Background: an optimization exercise with open tools, aiming at small area, a short achievable clock period and few clock cycles. Do not read the settings as production practice.
In this exercise RTL edits were held to simulation tests only and were not proved equivalent to the original.
No activity file was given, so power comes from the tool's default toggle rates.

old:
// des
module  des(input clk,
            input des_enable,
            input reset,
            input des_mode,
            input [1:64] data_i,
            input [1:64] key_i,
            output wire [1:64] data_o,
            output reg ready_o);
Size in the first run: ~1400 cells after synthesis, roughly 180 flip-flops, about 13000 sq um of cells after synthesis.
==> module contrl, before the edit <==
module contrl(input clk,
              input reset,
              input des_enable,
              input des_mode,
              output reg idle,
              output reg active,
              output reg ready_o,
              output reg one_l,
              output reg one_r,
              output reg two_l,
              output reg two_r);
	reg [3:0] cnt;
	wire last = (cnt == 4'd15);
	wire [3:0] cnt_n = active ? cnt + 4'd1 : 4'd0;
	wire one_n = (cnt_n == 4'd0) || (cnt_n == 4'd7) || (cnt_n == 4'd14);
	always @(posedge clk or negedge reset)
		if (reset == 1'b0) begin
			idle <= 1'b1;
			active <= 1'b0;
			ready_o <= 1'b0;
		end else begin
			idle <= idle & ~des_enable;
			active <= idle ? des_enable : (active & ~last);
			ready_o <= ready_o | (active & last);
		end
	always @(posedge clk) begin
		cnt <= cnt_n;
		one_l <= one_n & ~des_mode;
		one_r <= one_n & des_mode;
		two_l <= ~one_n & ~des_mode;
		two_r <= ~one_n & des_mode;
	end
endmodule
==> module des, before the edit <==
module  des(input clk,
            input des_enable,
            input reset,
            input des_mode,
            input [1:64] data_i,
            input [1:64] key_i,
            output wire [1:64] data_o,
            output reg ready_o);
	wire [1:32] L_i_var, R_i_var;
	wire [1:28] C0, D0;
	wire [1:32] f;
	wire [1:56] Key_next;
	reg [1:32] L, R;
	reg [1:48] A;
	reg [1:56] K;
	wire idle, active, one_l, one_r, two_l, two_r;
	IP IP1(.in(data_i), .L_i_var(L_i_var), .R_i_var(R_i_var));
	IP_ni IP_ni(.in({R, L}), .out(data_o));
	pc_1 pc_1(.key_i(key_i), .C0(C0), .D0(D0));
	des_f des_f1(.A(A), .f(f));
	key_get key_get(.K(K), .C0(C0), .D0(D0), .des_mode(des_mode), .idle(idle),
	                .one_l(one_l), .one_r(one_r), .two_l(two_l), .two_r(two_r),
	                .K_next(Key_next));
	wire [1:32] L_sel = idle ? R_i_var : (ready_o ? R : L);
	wire [1:32] g = f & {32{active}};
	wire [1:32] R_next = L_sel ^ g;
	wire [1:48] A_pre = expand(L_sel) ^ pc2(Key_next);
	always @(posedge clk) begin
		R <= R_next;
		A <= A_pre ^ expand(g);
		L <= idle ? L_i_var : (ready_o ? L : R);
		K <= Key_next;
	end
	contrl contrl1(.clk(clk), .reset(reset), .des_enable(des_enable), .des_mode(des_mode),
	               .idle(idle), .active(active), .ready_o(ready_o),
	               .one_l(one_l), .one_r(one_r), .two_l(two_l), .two_r(two_r));
	function [1:48] expand(input [1:32] x);
		expand = {x[32],x[1],x[2],x[3],x[4],x[5],
		          x[4],x[5],x[6],x[7],x[8],x[9],
		          x[8],x[9],x[10],x[11],x[12],x[13],
		          x[12],x[13],x[14],x[15],x[16],x[17],
		          x[16],x[17],x[18],x[19],x[20],x[21],
		          x[20],x[21],x[22],x[23],x[24],x[25],
		          x[24],x[25],x[26],x[27],x[28],x[29],
		          x[28],x[29],x[30],x[31],x[32],x[1]};
	endfunction
	function [1:48] pc2(input [1:56] k);
		pc2 = {k[14],k[17],k[11],k[24],k[1],k[5],
		       k[3],k[28],k[15],k[6],k[21],k[10],
		       k[23],k[19],k[12],k[4],k[26],k[8],
		       k[16],k[7],k[27],k[20],k[13],k[2],
		       k[41],k[52],k[31],k[37],k[47],k[55],
		       k[30],k[40],k[51],k[45],k[33],k[48],
		       k[44],k[49],k[39],k[56],k[34],k[53],
		       k[46],k[42],k[50],k[36],k[29],k[32]};
	endfunction
endmodule
make LEC_CHECK=0 CAP_MARGIN=20 CORE_MARGIN=2 CORE_UTILIZATION=40 PLACE_DENSITY=0.6 SETUP_SLACK_MARGIN=2.8 SLEW_MARGIN=20 finish   # period 5.0 ns
run.sh (not shown) runs the stock make flow with config.mk's settings and CLKGATE_MAP_FILE= SYNTH_SCRIPT=/design/flow/synth_recipe.tcl, a recipe that flattens the netlist after the stock synthesis.
Testbench counts of old, summed over its fixed seeds: cycles 43,200.
Relative to old, the following input files were edited for new:
diff --git a/flow/design.v b/flow/design.v
--- a/flow/design.v
+++ b/flow/design.v
@@ -1179,12 +1179,13 @@
 endmodule
 module contrl(input clk,
               input reset,
               input des_enable,
               input des_mode,
               output reg idle,
+              output reg first,
               output reg active,
               output reg ready_o,
               output reg one_l,
               output reg one_r,
               output reg two_l,
               output reg two_r);
@@ -1201,12 +1202,13 @@
 			idle <= idle & ~des_enable;
 			active <= idle ? des_enable : (active & ~last);
 			ready_o <= ready_o | (active & last);
 		end
 	always @(posedge clk) begin
 		cnt <= cnt_n;
+		first <= idle;
 		one_l <= one_n & ~des_mode;
 		one_r <= one_n & des_mode;
 		two_l <= ~one_n & ~des_mode;
 		two_r <= ~one_n & des_mode;
 	end
 endmodule
@@ -1222,32 +1224,32 @@
 	wire [1:28] C0, D0;
 	wire [1:32] f;
 	wire [1:56] Key_next;
 	reg [1:32] L, R;
 	reg [1:48] A;
 	reg [1:56] K;
-	wire idle, active, one_l, one_r, two_l, two_r;
+	wire idle, first, active, one_l, one_r, two_l, two_r;
 	IP IP1(.in(data_i), .L_i_var(L_i_var), .R_i_var(R_i_var));
 	IP_ni IP_ni(.in({R, L}), .out(data_o));
 	pc_1 pc_1(.key_i(key_i), .C0(C0), .D0(D0));
 	des_f des_f1(.A(A), .f(f));
 	key_get key_get(.K(K), .C0(C0), .D0(D0), .des_mode(des_mode), .idle(idle),
 	                .one_l(one_l), .one_r(one_r), .two_l(two_l), .two_r(two_r),
 	                .K_next(Key_next));
-	wire [1:32] L_sel = idle ? R_i_var : (ready_o ? R : L);
+	wire [1:32] L_sel = idle ? R_i_var : first ? L_i_var : (ready_o ? R : L);
 	wire [1:32] g = f & {32{active}};
 	wire [1:32] R_next = L_sel ^ g;
 	wire [1:48] A_pre = expand(L_sel) ^ pc2(Key_next);
 	always @(posedge clk) begin
 		R <= R_next;
 		A <= A_pre ^ expand(g);
-		L <= idle ? L_i_var : (ready_o ? L : R);
+		if (!ready_o) L <= R;
 		K <= Key_next;
 	end
 	contrl contrl1(.clk(clk), .reset(reset), .des_enable(des_enable), .des_mode(des_mode),
-	               .idle(idle), .active(active), .ready_o(ready_o),
+	               .idle(idle), .first(first), .active(active), .ready_o(ready_o),
 	               .one_l(one_l), .one_r(one_r), .two_l(two_l), .two_r(two_r));
 	function [1:48] expand(input [1:32] x);
 		expand = {x[32],x[1],x[2],x[3],x[4],x[5],
 		          x[4],x[5],x[6],x[7],x[8],x[9],
 		          x[8],x[9],x[10],x[11],x[12],x[13],
 		          x[12],x[13],x[14],x[15],x[16],x[17],
Findings:
- Diff old -> new: via count went up about 0.55%, combinational group power now larger, logic depth of the worst path, buffers included has increased.
- Sequential share of layout area delta for new relative to old: 0.27 points higher
- Against old, maximum number of pins on one net before global-route repair in new fell by more than a quarter.
- Height of the chip in new is 0.91% lower than in old
- Compare old and new | maximum cell stage delay along the critical path higher: new
- Of old and new, new shows the higher area added between synthesis and finish, with old below it.
- From old to new, first-pass GRT wire length did not move at all.
- Synthesis left new with more flip-flops than old.
Testbench counts of new, summed over its fixed seeds: cycles 43,200.

## re-timing with driven ports
The results above use ideal ports. As a check the final layouts listed here were re-extracted and re-timed, cells and wires unchanged. Step 1 sets driving cells, clkbuf_16 on the clock port and buf_2 on the other inputs (assumed; they add their load-dependent delay and slew). Step 2 moves the port delays by t, midway between the first and last clock arrival at a register: inputs arrive t later, outputs are due t later. That takes back most of the time a late clock gives input paths. Three values: ideal, step 1, step 2; two values: the first two.
run | t (ns) | slack for setup (ns) | hold slack, ns | worst setup path after step 2 | latest minus earliest clock arrival (ns)
old | 0.477 | 2.776 / 2.776 / 2.342 | 0.499 / 0.499 / 0.499 | input to register | 0.017 / 0.017
new | 0.475 | 2.650 / 2.650 / 2.390 | 0.451 / 0.451 / 0.451 | input to register | 0.013 / 0.013
After both steps every run listed still meets setup and hold. The setup slack of old, which loses most, moves by 0.000 ns with the drivers and by -0.434 ns with both steps.
